Background: an optimization exercise with open tools, aiming at small area and a short achievable clock period. Do not read the settings as production practice. RTL that was checked went through simulation tests only; none was proved equivalent to the original. Power is estimated from default activity; no workload was simulated.

Design conv, start of the top module:
module conv (
input [4:0] stride,
input  conv_enable,
output reg [18:0] address1,
output [18:0] address2,
output reg [18:0] write_address,
output end_reach,
output reg full_conv_end, dot_sum_end,
input clk,
input reset,
input [9:0] w1 ,h1,w2,h2,
output reg [9:0] width, height
  );
For scale: ~1300 cells after synthesis, roughly 180 flip-flops, ~130 I/O pins.
==> module conv, before the edit <==
module conv (
input [4:0] stride,
input  conv_enable,
output reg [18:0] address1,
output [18:0] address2,
output reg [18:0] write_address,
output end_reach,
output reg full_conv_end, dot_sum_end,
input clk,
input reset,
input [9:0] w1 ,h1,w2,h2,
output reg [9:0] width, height
  );
wire [9:0] w2s = {4'b0, w2[5:0]};
wire [9:0] h2s = {4'b0, h2[5:0]};
reg [4:0]  sR;
reg [9:0]  Km;        
reg        K1;        
reg        w2is1;     
reg        h2is1;     
reg        sis1;      
reg [5:0]  h2R;       
function [9:0] sub10;
  input [9:0] a, b;
  reg [10:0] g, p, q;
  integer i, d;
  begin
    g[0] = 1'b1; p[0] = 1'b0;             
    for (i = 0; i < 10; i = i + 1) begin
      g[i+1] = a[i] & ~b[i];
      p[i+1] = a[i] ^ ~b[i];
    end
    q = p;
    for (d = 1; d < 11; d = d * 2)
      for (i = 10; i >= 1; i = i - 1)
        if (i >= d) begin
          g[i] = g[i] | (p[i] & g[i-d]);
          p[i] = p[i] & p[i-d];
        end
    for (i = 0; i < 10; i = i + 1)
      sub10[i] = q[i+1] ^ g[i];
  end
endfunction
always @(posedge clk) begin
  sR     <= stride;
  Km     <= sub10(w1, w2s);
  K1     <= (w1 == w2s);
  w2is1  <= (w2s == 10'd1);
  h2is1  <= (h2s == 10'd1);
  sis1   <= (stride == 5'd1);
  h2R    <= h2[5:0];
end
reg [5:0]  hc;              
reg        wrapF;           
reg [5:0]  vc;              
reg        vclF;            
reg        capF;            
reg [9:0]  P;               
reg        LC;              
reg        Hz;              
reg        HL;              
reg [9:0]  VL;              
reg [9:0]  Vp1;             
reg [18:0] win_base;        
reg [18:0] nrb;             
reg [11:0] a2;              
assign end_reach = 1'b0;
assign address2 = {7'b0, a2};
wire        go      = conv_enable && !full_conv_end;
wire        wrap    = wrapF;
wire        win_end = wrapF && vclF;
wire        row_end = win_end && LC;
wire        cap     = wrapF && Hz && capF;
wire [18:0] a1_inc  = address1 + 19'd1;
wire [18:0] a1_wv   = address1 + {9'b0, Km} + 19'd1;
wire [18:0] a1_bs   = win_base + {14'b0, sR};
wire [18:0] nrb_cur = cap ? a1_wv : nrb;
wire [18:0] a1_n    = row_end ? nrb_cur :
                      win_end ? a1_bs :
                      wrap    ? a1_wv : a1_inc;
wire [9:0]  P_s     = P + {5'b0, sR};
wire [9:0]  P_n     = row_end ? {5'b0, sR} : P_s;
wire [9:0]  VLs     = VL - {5'b0, sR};
wire [9:0]  VLvc    = VL + {4'b0, vc};
wire [6:0]  h2p1    = {1'b0, h2R} + 7'd1;
wire        RL1     = (VLvc == {3'b0, h2p1});
wire        RL2     = (VLvc == {3'b0, h2p1} + 10'd1);
wire        Hz_n    = row_end || (Hz && !win_end);
wire        HL_n    = row_end ? K1 : win_end ? (P == Km) : HL;
wire        fce_n   = (wrap && !win_end && Hz && RL1) ||
                      (row_end && VL == {5'b0, sR});
wire        hgt_n   = (!wrap && hc == 6'd2 && HL && RL1) ||
                      (wrap && !win_end && w2is1 && HL && RL2) ||
                      (win_end && !LC && w2is1 && P == Km && VL == 10'd1) ||
                      (row_end && w2is1 && K1 && VL == 10'd2);    
wire [9:0]  Vp1_n   = row_end ? Vp1 + {5'b0, sR} : Vp1;
always @(posedge clk) begin
  if (reset) begin
    hc <= w2[5:0]; wrapF <= (w2s == 10'd1);
    vc <= h2[5:0]; vclF <= (h2s == 10'd1);
    capF <= (stride == 5'd1);
    P <= {5'b0, stride};
    Hz <= 1'b1; HL <= (w1 == w2s);
    VL <= h1; Vp1 <= 10'd1;
    win_base <= 0;
    address1 <= 0; a2 <= 0; write_address <= 0;
    dot_sum_end <= 0; full_conv_end <= 0;
    width <= 0; height <= 0;
  end else if (conv_enable) begin
    dot_sum_end <= go && win_end;
    if (go) begin
      hc <= wrap ? w2[5:0] : hc - 6'd1;
      wrapF <= wrap ? w2is1 : (hc == 6'd2);
      if (win_end) begin
        vc <= h2[5:0]; vclF <= h2is1; capF <= sis1;
      end else if (wrap) begin
        vc <= vc - 6'd1; vclF <= (vc == 6'd2); capF <= ({1'b0, vc} + {2'b0, sR} == h2p1 + 7'd1);
      end
      if (win_end) P <= P_n;
      Hz <= Hz_n; HL <= HL_n;
      Vp1 <= Vp1_n;
      if (row_end) VL <= VLs;
      address1 <= a1_n;
      if (win_end) win_base <= a1_n;
      a2 <= win_end ? 12'd0 : a2 + 12'd1;
      if (win_end) write_address <= write_address + 19'd1;
      if (row_end) width <= P;
      if (fce_n) full_conv_end <= 1'b1;
      if (hgt_n) height <= Vp1_n;
    end
  end
end
always @(posedge clk) begin
  if (cap) nrb <= a1_wv;
end
wire LC_n = P_n > Km;
wire LC_h = P > Km;
always @(posedge clk) begin
  if (reset) LC <= (w1 == 10'd1);
  else LC <= (go && win_end) ? LC_n : LC_h;
end
endmodule
Settings: LEC_CHECK=0, CAP_MARGIN=20, CORE_MARGIN=2, CORE_UTILIZATION=40, SLEW_MARGIN=20; clock period 11.0 ns.
standard.sh (not shown) runs the stock make flow with config.mk's settings and CLKGATE_MAP_FILE= SYNTH_SCRIPT=/design/flow/synth_recipe.tcl, a recipe that flattens the netlist after the stock synthesis.
==> flow/flow/run.sh <==
#!/bin/bash
set -euo pipefail
cd "$(dirname "$0")/.."
bash standard.sh SETUP_SLACK_MARGIN=7.6 "BUFFER_PORTS_ARGS=-buffer_cell sky130_fd_sc_hd__buf_2" finish > flow_make.log 2>&1
Change:
--- a/flow/design.v
+++ b/flow/design.v
@@ -17,13 +17,13 @@
 reg [4:0]  sR;
 reg [9:0]  Km;        
 reg        K1;        
 reg        w2is1;     
 reg        h2is1;     
 reg        sis1;      
-reg [5:0]  h2R;       
+reg [6:0]  CS1;       
 function [9:0] sub10;
   input [9:0] a, b;
   reg [10:0] g, p, q;
   integer i, d;
   begin
     g[0] = 1'b1; p[0] = 1'b0;             
@@ -46,23 +46,24 @@
   sR     <= stride;
   Km     <= sub10(w1, w2s);
   K1     <= (w1 == w2s);
   w2is1  <= (w2s == 10'd1);
   h2is1  <= (h2s == 10'd1);
   sis1   <= (stride == 5'd1);
-  h2R    <= h2[5:0];
+  CS1    <= {1'b0, h2[5:0]} + 7'd2 - {2'b0, stride};
 end
 reg [5:0]  hc;              
 reg        wrapF;           
 reg [5:0]  vc;              
 reg        vclF;            
 reg        capF;            
 reg [9:0]  P;               
 reg        LC;              
 reg        Hz;              
 reg        HL;              
+reg [9:0]  RL;              
 reg [9:0]  VL;              
 reg [9:0]  Vp1;             
 reg [18:0] win_base;        
 reg [18:0] nrb;             
 reg [11:0] a2;              
 assign end_reach = 1'b0;
@@ -79,50 +80,50 @@
 wire [18:0] a1_n    = row_end ? nrb_cur :
                       win_end ? a1_bs :
                       wrap    ? a1_wv : a1_inc;
 wire [9:0]  P_s     = P + {5'b0, sR};
 wire [9:0]  P_n     = row_end ? {5'b0, sR} : P_s;
 wire [9:0]  VLs     = VL - {5'b0, sR};
-wire [9:0]  VLvc    = VL + {4'b0, vc};
-wire [6:0]  h2p1    = {1'b0, h2R} + 7'd1;
-wire        RL1     = (VLvc == {3'b0, h2p1});
-wire        RL2     = (VLvc == {3'b0, h2p1} + 10'd1);
+wire [9:0]  RL_n    = row_end ? VLs :
+                      win_end ? VL :
+                      wrap    ? RL - 10'd1 : RL;
+wire        RL1     = (RL == 10'd1);
 wire        Hz_n    = row_end || (Hz && !win_end);
 wire        HL_n    = row_end ? K1 : win_end ? (P == Km) : HL;
 wire        fce_n   = (wrap && !win_end && Hz && RL1) ||
                       (row_end && VL == {5'b0, sR});
 wire        hgt_n   = (!wrap && hc == 6'd2 && HL && RL1) ||
-                      (wrap && !win_end && w2is1 && HL && RL2) ||
+                      (wrap && !win_end && w2is1 && HL && RL == 10'd2) ||
                       (win_end && !LC && w2is1 && P == Km && VL == 10'd1) ||
                       (row_end && w2is1 && K1 && VL == 10'd2);    
 wire [9:0]  Vp1_n   = row_end ? Vp1 + {5'b0, sR} : Vp1;
 always @(posedge clk) begin
   if (reset) begin
     hc <= w2[5:0]; wrapF <= (w2s == 10'd1);
     vc <= h2[5:0]; vclF <= (h2s == 10'd1);
     capF <= (stride == 5'd1);
     P <= {5'b0, stride};
     Hz <= 1'b1; HL <= (w1 == w2s);
-    VL <= h1; Vp1 <= 10'd1;
+    RL <= h1; VL <= h1; Vp1 <= 10'd1;
     win_base <= 0;
     address1 <= 0; a2 <= 0; write_address <= 0;
     dot_sum_end <= 0; full_conv_end <= 0;
     width <= 0; height <= 0;
   end else if (conv_enable) begin
     dot_sum_end <= go && win_end;
     if (go) begin
       hc <= wrap ? w2[5:0] : hc - 6'd1;
       wrapF <= wrap ? w2is1 : (hc == 6'd2);
       if (win_end) begin
         vc <= h2[5:0]; vclF <= h2is1; capF <= sis1;
       end else if (wrap) begin
-        vc <= vc - 6'd1; vclF <= (vc == 6'd2); capF <= ({1'b0, vc} + {2'b0, sR} == h2p1 + 7'd1);
+        vc <= vc - 6'd1; vclF <= (vc == 6'd2); capF <= ({1'b0, vc} == CS1);
       end
       if (win_end) P <= P_n;
       Hz <= Hz_n; HL <= HL_n;
-      Vp1 <= Vp1_n;
+      RL <= RL_n; Vp1 <= Vp1_n;
       if (row_end) VL <= VLs;
       address1 <= a1_n;
       if (win_end) win_base <= a1_n;
       a2 <= win_end ? 12'd0 : a2 + 12'd1;
       if (win_end) write_address <= write_address + 19'd1;
       if (row_end) width <= P;
=> The changed run completed without violations; total power goes down by 2.0%; synthesized area goes up by 1.8%; routed wire length grows by 2.8%; first-iteration DRC count rose by 30%; clock-buffer cell count rose by 2; critical path depth decreases by 1; worst setup slack gets better by 0.083 ns; cell count rises by 1.1%; clock skew hardly moves; die area came out higher by 1.7%; clock power is lower by about 3%.
No functional check of the RTL was part of the first run of this note.

## afterwards: timing with drivers on the ports
No port has a modelled driver above. Below, the same layouts with a new extraction and two added sets of constraints.
Step 1 sets driving cells, clkbuf_16 on the clock port and buf_2 on the other inputs (assumed; they add their load-dependent delay and slew).
Step 2 adds t to the input delays and takes it off the output delays; t is the mean of the earliest and latest rising clock arrival at the registers after step 1. Input paths then give back, and output paths get back, about the clock's delay inside the block.
a / b / c = ideal ports / drivers / drivers and shift; a / b = the first two.
| run | t, ns | setup slack, ns | clock arrival spread, ns |
|---|---|---|---|
| the first run | 0.493 | 7.558 / 7.564 / 7.071 | 0.016 / 0.016 |
| the second run | 0.481 | 7.641 / 7.627 / 7.167 | 0.014 / 0.014 |
After both steps every run listed still meets setup and hold. The setup slack of the first run, which loses most, moves by +0.006 ns with the drivers and by -0.487 ns with both steps.
